This design comes from an exercise in tuning for small area and a short achievable clock period on the open sky130 flow, not from production work. At most, simulation tests tie the RTL to the original design; equivalence was not proved. Power is estimated from default activity; no workload was simulated.

## harbor
==> flow/design.v <==
`timescale 1ns / 1ps
module lab4_2(
  input [1:0] mode,
  input [2:0] n_gasoline_pumps,
  input [2:0] n_diesel_pumps,
  input [3:0] fuel_amount,
  input fuel_type,
  input CLK,
  input rst,
  output [0:5] pump_status,
  output is_gasoline_queue_not_full,
  output is_diesel_queue_not_full,
  output [3:0] n_cars_in_gasoline_queue,
  output [3:0] n_cars_in_diesel_queue,
  output [7:0] total_gasoline_needed,
  output [7:0] total_diesel_needed,
  output reg invalid_gasoline_car,
  output reg invalid_diesel_car,
  output reg invalid_setup_params
);
reg [2:0] gc;
reg [5:0] am;
reg [23:0] r;      
reg [31:0] gq;     
reg [31:0] dq;
reg [3:0] ncg, ncd;
reg [6:0] tg, td;
wire setup  = mode[1];
wire addcmd = ~mode[1] & mode[0];
wire fa_ok  = ~fuel_amount[3] | (fuel_amount[2:0] == 3'd0);
wire add_g  = addcmd & ~fuel_type & fa_ok & ~ncg[3];
wire add_d  = addcmd &  fuel_type & fa_ok & ~ncd[3];
wire flag   = am[0];
reg [3:0] enc;
always @* begin
  case (fuel_amount)
    4'd0: enc = 4'b0000;
    4'd1: enc = 4'b1000;
    4'd2: enc = 4'b1100;
    4'd3: enc = 4'b0110;
    4'd4: enc = 4'b1011;
    4'd5: enc = 4'b0101;
    4'd6: enc = 4'b1010;
    4'd7: enc = 4'b1101;
    4'd8: enc = 4'b1110;
    default: enc = 4'bxxxx;
  endcase
end
wire [3:0] eg = add_g ? enc : 4'd0;
wire [3:0] ed = add_d ? enc : 4'd0;
wire [23:0] r_keep;
wire [5:0]  newg, newd;
wire [31:0] gq_nx, dq_nx;
wire [3:0]  ncg0, ncg1, ncd0, ncd1;
wire [6:0]  tg0, td0;
lab4_2_core core (
  .gc(gc), .am(am), .r(r), .gq(gq), .dq(dq), .ncg(ncg), .ncd(ncd), .tg(tg), .td(td),
  .pump_status(pump_status),
  .r_keep(r_keep), .newg(newg), .newd(newd),
  .setup(setup), .eg(eg), .ed(ed), .gq_nx(gq_nx), .dq_nx(dq_nx),
  .ncg0(ncg0), .ncg1(ncg1), .ncd0(ncd0), .ncd1(ncd1),
  .tg0(tg0), .td0(td0));
wire nog = ncg[3] & ncg[2];      
wire nod = ncd[3] & ncd[2];
assign is_gasoline_queue_not_full = ~ncg[3];
assign is_diesel_queue_not_full   = ~ncd[3];
assign n_cars_in_gasoline_queue   = ncg;
assign n_cars_in_diesel_queue     = ncd;
assign total_gasoline_needed      = {nog, tg | {7{nog}}};
assign total_diesel_needed        = {nod, td | {7{nod}}};
wire [3:0] lo_g = {1'b0, tg0[2:0]} + {1'b0, fuel_amount[2:0]};
wire [3:0] lo_d = {1'b0, td0[2:0]} + {1'b0, fuel_amount[2:0]};
wire [6:0] tga = fuel_amount[3] ? tg0 + 7'd8 : {tg0[6:3] + lo_g[3], lo_g[2:0]};
wire [6:0] tda = fuel_amount[3] ? td0 + 7'd8 : {td0[6:3] + lo_d[3], lo_d[2:0]};
wire [2:0] sum3 = n_gasoline_pumps + n_diesel_pumps;
wire [3:0] sum4 = {1'b0, n_gasoline_pumps} + {1'b0, n_diesel_pumps};
wire valid = (sum3 != 3'd0) && (sum3 != 3'd7);
wire g_on  = valid && (n_gasoline_pumps != 3'd0);
wire d_on  = valid && (n_diesel_pumps != 3'd0);
integer i;
always @(posedge CLK) begin
  if (rst) begin
    gc <= 3'd0;
    am <= 6'd0;
    ncg <= 4'hf;
    ncd <= 4'hf;
    tg <= 7'd0;
    td <= 7'd0;
    invalid_gasoline_car <= 1'b0;
    invalid_diesel_car <= 1'b0;
    invalid_setup_params <= 1'b0;
  end else if (setup) begin
    gc <= ~valid ? 3'd0 : (n_gasoline_pumps == 3'd7) ? 3'd6 : n_gasoline_pumps;
    for (i = 0; i < 6; i = i + 1)
      am[i] <= valid && (sum4 > i);
    ncg <= g_on ? 4'd0 : 4'hf;
    ncd <= d_on ? 4'd0 : 4'hf;
    tg <= 7'd0;
    td <= 7'd0;
    invalid_gasoline_car <= 1'b0;
    invalid_diesel_car <= 1'b0;
    invalid_setup_params <= ~valid;
  end else begin
    ncg <= add_g ? ncg1 : ncg0;
    ncd <= add_d ? ncd1 : ncd0;
    tg <= add_g ? tga : tg0;
    td <= add_d ? tda : td0;
    invalid_gasoline_car <= flag & addcmd & ~fuel_type & (~fa_ok | ncg[3]);
    invalid_diesel_car   <= flag & addcmd &  fuel_type & (~fa_ok | ncd[3]);
  end
end
always @(posedge CLK) begin
  for (i = 0; i < 6; i = i + 1)
    r[4*i +: 4] <= (setup ? 4'd0 : r_keep[4*i +: 4]) |
                   (newg[i] ? eg : 4'd0) | (newd[i] ? ed : 4'd0);
  gq <= gq_nx;
  dq <= dq_nx;
end
endmodule
module lab4_2_core(
  input  [2:0]  gc,
  input  [5:0]  am,
  input  [23:0] r,
  input  [31:0] gq, dq,
  input  [3:0]  ncg, ncd,
  input  [6:0]  tg, td,
  output [0:5]  pump_status,
  output reg [23:0] r_keep,      
  output reg [5:0]  newg, newd,  
  input         setup,           
  input  [3:0]  eg, ed,          
  output reg [31:0] gq_nx, dq_nx,  
  output [3:0]  ncg0, ncg1, ncd0, ncd1,  
  output [6:0]  tg0, td0         
);
wire [5:0] gm = {gc[2] & gc[1], gc[2] & (gc[1] | gc[0]), gc[2], gc[2] | (gc[1] & gc[0]), gc[2] | gc[1], |gc};
wire [5:0] dm = am & ~gm;
reg  [5:0] free;
reg  [6:0] ohg, ohd;
reg  [5:0] tkg [0:5];      
reg  [5:0] tkd [0:5];
reg  [7:0] eqg, eqd;       
reg  [2:0] pfg, pfd;       
integer a, b, k, q, c;
genvar gi;
generate
  for (gi = 0; gi < 6; gi = gi + 1) begin : g_ps
    assign pump_status[gi] = am[gi] & free[gi];
  end
endgenerate
always @* begin
  for (a = 0; a < 6; a = a + 1)
    free[a] = ~(r[4*a+3] | r[4*a+2]);
  ohg = 7'd1;
  ohd = 7'd1;
  for (a = 0; a < 6; a = a + 1) begin
    tkg[a] = (gm[a] & free[a]) ? ohg[5:0] : 6'd0;
    tkd[a] = (dm[a] & free[a]) ? ohd[5:0] : 6'd0;
    if (gm[a] & free[a]) ohg = {ohg[5:0], 1'b0};
    if (dm[a] & free[a]) ohd = {ohd[5:0], 1'b0};
  end
  pfg = 3'd0;
  pfd = 3'd0;
  for (a = 0; a < 7; a = a + 1) begin
    if (ohg[a]) pfg = pfg | a;
    if (ohd[a]) pfd = pfd | a;
  end
  for (a = 0; a < 8; a = a + 1) begin
    eqg[a] = (ncg == a);
    eqd[a] = (ncd == a);
  end
end
wire [3:0] ncg_sub = ncg - {1'b0, pfg};
wire [3:0] ncd_sub = ncd - {1'b0, pfd};
wire neg_g = ncg_sub[3] & ~ncg[3];
wire neg_d = ncd_sub[3] & ~ncd[3];
assign ncg0 = neg_g ? 4'd0 : ncg_sub;
assign ncd0 = neg_d ? 4'd0 : ncd_sub;
assign ncg1 = neg_g ? 4'd0 : ncg_sub + 4'd1;
assign ncd1 = neg_d ? 4'd0 : ncd_sub + 4'd1;
wire [7:0] insg, insd;
genvar gb;
generate
  for (gb = 0; gb < 8; gb = gb + 1) begin : g_ins
    assign insg[gb] = ~neg_g & (ncg_sub[2:0] == gb);
    assign insd[gb] = ~neg_d & (ncd_sub[2:0] == gb);
  end
endgenerate
always @* begin
  for (b = 0; b < 6; b = b + 1) begin
    r_keep[4*b +: 4] = {r[4*b +: 3], (~r[4*b] & r[4*b+1] & r[4*b+3]) | (r[4*b] & ~r[4*b+1] & ~r[4*b+3])};
    newg[b] = 1'b0;
    newd[b] = 1'b0;
    for (k = 0; k <= b; k = k + 1) begin
      if (tkg[b][k]) r_keep[4*b +: 4] = r_keep[4*b +: 4] | gq[4*k +: 4];
      if (tkd[b][k]) r_keep[4*b +: 4] = r_keep[4*b +: 4] | dq[4*k +: 4];
      newg[b] = newg[b] | (tkg[b][k] & eqg[k]);
      newd[b] = newd[b] | (tkd[b][k] & eqd[k]);
    end
  end
end
always @* begin
  for (q = 0; q < 8; q = q + 1) begin
    gq_nx[4*q +: 4] = insg[q] ? eg : 4'd0;
    dq_nx[4*q +: 4] = insd[q] ? ed : 4'd0;
    for (c = 0; c <= 6; c = c + 1) begin
      if (q + c <= 7) begin
        if (ohg[c] & ~setup) gq_nx[4*q +: 4] = gq_nx[4*q +: 4] | gq[4*(q+c) +: 4];
        if (ohd[c] & ~setup) dq_nx[4*q +: 4] = dq_nx[4*q +: 4] | dq[4*(q+c) +: 4];
      end
    end
  end
end
wire [5:0] bg = gm & ~free;
wire [5:0] bd = dm & ~free;
wire [2:0] nbg = bg[0] + bg[1] + bg[2] + bg[3] + bg[4] + bg[5];
wire [2:0] nbd = bd[0] + bd[1] + bd[2] + bd[3] + bd[4] + bd[5];
assign tg0 = tg + {4'b1111, ~nbg} + 7'd1;
assign td0 = td + {4'b1111, ~nbd} + 7'd1;
endmodule
==> flow/config.mk <==
export PLATFORM = sky130hd
export DESIGN_NAME = lab4_2
export DESIGN_NICKNAME = lab4_2
export VERILOG_FILES = /design/flow/design.v
export SDC_FILE = /design/flow/constraint.sdc
export NUM_CORES = 4
export LEC_CHECK = 0
export CAP_MARGIN = 20
export CORE_MARGIN = 2
export CORE_UTILIZATION = 35
export CTS_BUF_LIST = sky130_fd_sc_hd__clkbuf_8
export PLACE_DENSITY = 0.45
export SLEW_MARGIN = 20
==> flow/constraint.sdc <==
create_clock -name core_clock -period 36.0 [get_ports {CLK}]
set_input_delay 7.2000 -clock core_clock [delete_from_list [all_inputs] [get_ports {CLK}]]
set_output_delay 7.2000 -clock core_clock [all_outputs]
set_load 0.01 [all_outputs]
standard.sh (not shown) runs the stock make flow with config.mk's settings and CLKGATE_MAP_FILE= SYNTH_SCRIPT=/design/flow/synth_recipe.tcl, a recipe that flattens the netlist after the stock synthesis.
==> flow/flow/run.sh <==
#!/bin/bash
# Own layout flow: the standard layout (standard.sh) with these changes:
#  1. synthesis keeps lab4_2_core (pure combinational logic) apart from the
#     top module, so the command inputs only pass through the top's final
#     logic, and maps the logic with an area-minded ABC script (flow/abc.script)
#     and without the full-adder extraction (flow/synth.tcl); the registers
#     are the same as the standard synthesis's, all in the top module;
#  2. ports get sky130_fd_sc_hd__buf_1 buffers (the resizer sizes them up
#     where timing needs it);
#  3. ORFS's timing repair aims for a setup slack margin (flow/margin.txt),
#     so the gates get sized for a short period.
# Each tool's output goes to a log file of its own in this folder.
set -euo pipefail
W=$PWD
MARGIN=$(cat "$W/flow/margin.txt")
make -C "$FLOW_HOME" DESIGN_CONFIG="$W/config.mk" WORK_HOME="$W/orfs" CLKGATE_MAP_FILE= \
  SYNTH_SCRIPT="$W/flow/synth.tcl" MY_ABC_SCRIPT="$W/flow/abc.script" ADDER_MAP_FILE= \
  SYNTH_HIERARCHICAL=1 SYNTH_MINIMUM_KEEP_SIZE=0 \
  synth > "$W/synth.log" 2>&1
BUFFER_PORTS_ARGS="-buffer_cell sky130_fd_sc_hd__buf_1" SETUP_SLACK_MARGIN=$MARGIN \
  bash "$W/standard.sh" > "$W/layout.log" 2>&1
==> flow/flow/abc.script <==
strash
&get -n
&st
&dch -x
&nf -R 200
&st
&dch -x
&nf -R 200
&st
&dch -x
&nf -R 200
&put
==> flow/flow/margin.txt <==
27.3
==> flow/flow/synth.tcl <==
# The standard synthesis (synth_recipe.tcl: ORFS synth.tcl without Yosys's fsm
# and share passes, then flatten and rename), except that ABC maps the logic
# with the script named by MY_ABC_SCRIPT (flow/abc.script) instead of ORFS's
# speed script with its 36 ps delay target.  Registers are untouched by ABC.
proc synth {args} { yosys synth -nofsm -noshare {*}$args }
proc abc {args} {
  set keep {}
  set skip 0
  foreach a $args {
    if { $skip } { set skip 0; continue }
    if { $a in {-script -constr -D} } { set skip 1; continue }
    lappend keep $a
  }
  if { [info exists ::env(MY_ABC_SCRIPT)] } { lappend keep -script $::env(MY_ABC_SCRIPT) }
  puts "abc (custom) $keep"
  yosys abc {*}$keep
}
source $::env(SCRIPTS_DIR)/synth.tcl
# left out here: clear keep_hierarchy, flatten, clean up, hide names made inside functions, write 1_2_yosys.v
## Diff of input files: cedar against harbor
diff --git a/flow/design.v b/flow/design.v
--- a/flow/design.v
+++ b/flow/design.v
@@ -22,11 +22,11 @@
 reg [5:0] am;
 reg [23:0] r;      
 reg [31:0] gq;     
 reg [31:0] dq;
 reg [3:0] ncg, ncd;
-reg [6:0] tg, td;
+reg [7:0] tg, td;
 wire setup  = mode[1];
 wire addcmd = ~mode[1] & mode[0];
 wire fa_ok  = ~fuel_amount[3] | (fuel_amount[2:0] == 3'd0);
 wire add_g  = addcmd & ~fuel_type & fa_ok & ~ncg[3];
 wire add_d  = addcmd &  fuel_type & fa_ok & ~ncd[3];
@@ -52,24 +52,27 @@
 wire [5:0]  newg, newd;
 wire [31:0] gq_nx, dq_nx;
 wire [3:0]  ncg0, ncg1, ncd0, ncd1;
 wire [6:0]  tg0, td0;
 lab4_2_core core (
-  .gc(gc), .am(am), .r(r), .gq(gq), .dq(dq), .ncg(ncg), .ncd(ncd), .tg(tg), .td(td),
-  .pump_status(pump_status),
+  .gc(gc), .am(am), .r(r), .gq(gq), .dq(dq), .ncg(ncg), .ncd(ncd), .tg(tg[6:0]), .td(td[6:0]),
   .r_keep(r_keep), .newg(newg), .newd(newd),
   .setup(setup), .eg(eg), .ed(ed), .gq_nx(gq_nx), .dq_nx(dq_nx),
   .ncg0(ncg0), .ncg1(ncg1), .ncd0(ncd0), .ncd1(ncd1),
   .tg0(tg0), .td0(td0));
-wire nog = ncg[3] & ncg[2];      
-wire nod = ncd[3] & ncd[2];
+genvar gp;
+generate
+  for (gp = 0; gp < 6; gp = gp + 1) begin : g_ps
+    assign pump_status[gp] = am[gp] & ~r[4*gp+3] & ~r[4*gp+2];
+  end
+endgenerate
 assign is_gasoline_queue_not_full = ~ncg[3];
 assign is_diesel_queue_not_full   = ~ncd[3];
 assign n_cars_in_gasoline_queue   = ncg;
 assign n_cars_in_diesel_queue     = ncd;
-assign total_gasoline_needed      = {nog, tg | {7{nog}}};
-assign total_diesel_needed        = {nod, td | {7{nod}}};
+assign total_gasoline_needed      = tg;
+assign total_diesel_needed        = td;
 wire [3:0] lo_g = {1'b0, tg0[2:0]} + {1'b0, fuel_amount[2:0]};
 wire [3:0] lo_d = {1'b0, td0[2:0]} + {1'b0, fuel_amount[2:0]};
 wire [6:0] tga = fuel_amount[3] ? tg0 + 7'd8 : {tg0[6:3] + lo_g[3], lo_g[2:0]};
 wire [6:0] tda = fuel_amount[3] ? td0 + 7'd8 : {td0[6:3] + lo_d[3], lo_d[2:0]};
 wire [2:0] sum3 = n_gasoline_pumps + n_diesel_pumps;
@@ -82,31 +85,31 @@
   if (rst) begin
     gc <= 3'd0;
     am <= 6'd0;
     ncg <= 4'hf;
     ncd <= 4'hf;
-    tg <= 7'd0;
-    td <= 7'd0;
+    tg <= 8'hff;
+    td <= 8'hff;
     invalid_gasoline_car <= 1'b0;
     invalid_diesel_car <= 1'b0;
     invalid_setup_params <= 1'b0;
   end else if (setup) begin
     gc <= ~valid ? 3'd0 : (n_gasoline_pumps == 3'd7) ? 3'd6 : n_gasoline_pumps;
     for (i = 0; i < 6; i = i + 1)
       am[i] <= valid && (sum4 > i);
     ncg <= g_on ? 4'd0 : 4'hf;
     ncd <= d_on ? 4'd0 : 4'hf;
-    tg <= 7'd0;
-    td <= 7'd0;
+    tg <= g_on ? 8'd0 : 8'hff;
+    td <= d_on ? 8'd0 : 8'hff;
     invalid_gasoline_car <= 1'b0;
     invalid_diesel_car <= 1'b0;
     invalid_setup_params <= ~valid;
   end else begin
     ncg <= add_g ? ncg1 : ncg0;
     ncd <= add_d ? ncd1 : ncd0;
-    tg <= add_g ? tga : tg0;
-    td <= add_d ? tda : td0;
+    tg[6:0] <= add_g ? tga : tg0;
+    td[6:0] <= add_d ? tda : td0;
     invalid_gasoline_car <= flag & addcmd & ~fuel_type & (~fa_ok | ncg[3]);
     invalid_diesel_car   <= flag & addcmd &  fuel_type & (~fa_ok | ncd[3]);
   end
 end
 always @(posedge CLK) begin
@@ -122,11 +125,10 @@
   input  [5:0]  am,
   input  [23:0] r,
   input  [31:0] gq, dq,
   input  [3:0]  ncg, ncd,
   input  [6:0]  tg, td,
-  output [0:5]  pump_status,
   output reg [23:0] r_keep,      
   output reg [5:0]  newg, newd,  
   input         setup,           
   input  [3:0]  eg, ed,          
   output reg [31:0] gq_nx, dq_nx,  
@@ -140,16 +142,10 @@
 reg  [5:0] tkg [0:5];      
 reg  [5:0] tkd [0:5];
 reg  [7:0] eqg, eqd;       
 reg  [2:0] pfg, pfd;       
 integer a, b, k, q, c;
-genvar gi;
-generate
-  for (gi = 0; gi < 6; gi = gi + 1) begin : g_ps
-    assign pump_status[gi] = am[gi] & free[gi];
-  end
-endgenerate
 always @* begin
   for (a = 0; a < 6; a = a + 1)
     free[a] = ~(r[4*a+3] | r[4*a+2]);
   ohg = 7'd1;
   ohd = 7'd1;
Notes after the runs:
- Of cedar and harbor, the lower part of the total power dissipated in combinational logic belongs to harbor.
- Of cedar and harbor, it is cedar that has the lower power density over the cells.
- harbor has higher simple-gate share of the synthesized area than cedar.
- cedar ended up with a higher net switching power than harbor did.
- cedar: sequential cell count is 2 higher than what harbor reported.
- Routability congestion estimate for cedar is lower than for harbor.
- Going from harbor to cedar, clock network power consumption shrank by about 7%; non-clock buffer count went up about 15%; clock skew went up by 3.6 ps; synthesis-to-finish area growth grew by 2.6 points; post-detailed-routing wire length up 120 um.
- Area fraction in compound gates after synthesis was higher in harbor than in cedar.
Function not checked in cedar: the RTL went through the layout flow alone.

afterwards: timing with drivers on the ports:
The flow's constraints put no driver on any port. The routed layouts listed below were extracted and timed again, unchanged, in two steps.
Step 1 assumes that a clkbuf_16 drives the clock port and a buf_2 every other input.
Step 2 times the ports against the registers' clock, not the clock port: input delays grow and output delays shrink by t, the midpoint of the rising clock arrivals with the driver on.
Slacks: ideal / step 1 / step 2; pairs: ideal / step 1.
| run | t (ns) | slack for setup (ns) | hold WS [ns] | clock arrival spread, ns | pins driven straight from the clock port |
|---|---|---|---|---|---|
| harbor | 0.492 | 27.345 / 27.301 / 26.961 | 0.456 / 0.456 / 0.456 | 0.018 / 0.018 | 1 |
| cedar | 0.492 | 27.328 / 27.347 / 26.855 | 0.459 / 0.459 / 0.459 | 0.021 / 0.021 | 1 |
After both steps every run listed still meets setup and hold. The setup slack of cedar, which loses most, moves by +0.019 ns with the drivers and by -0.473 ns with both steps.
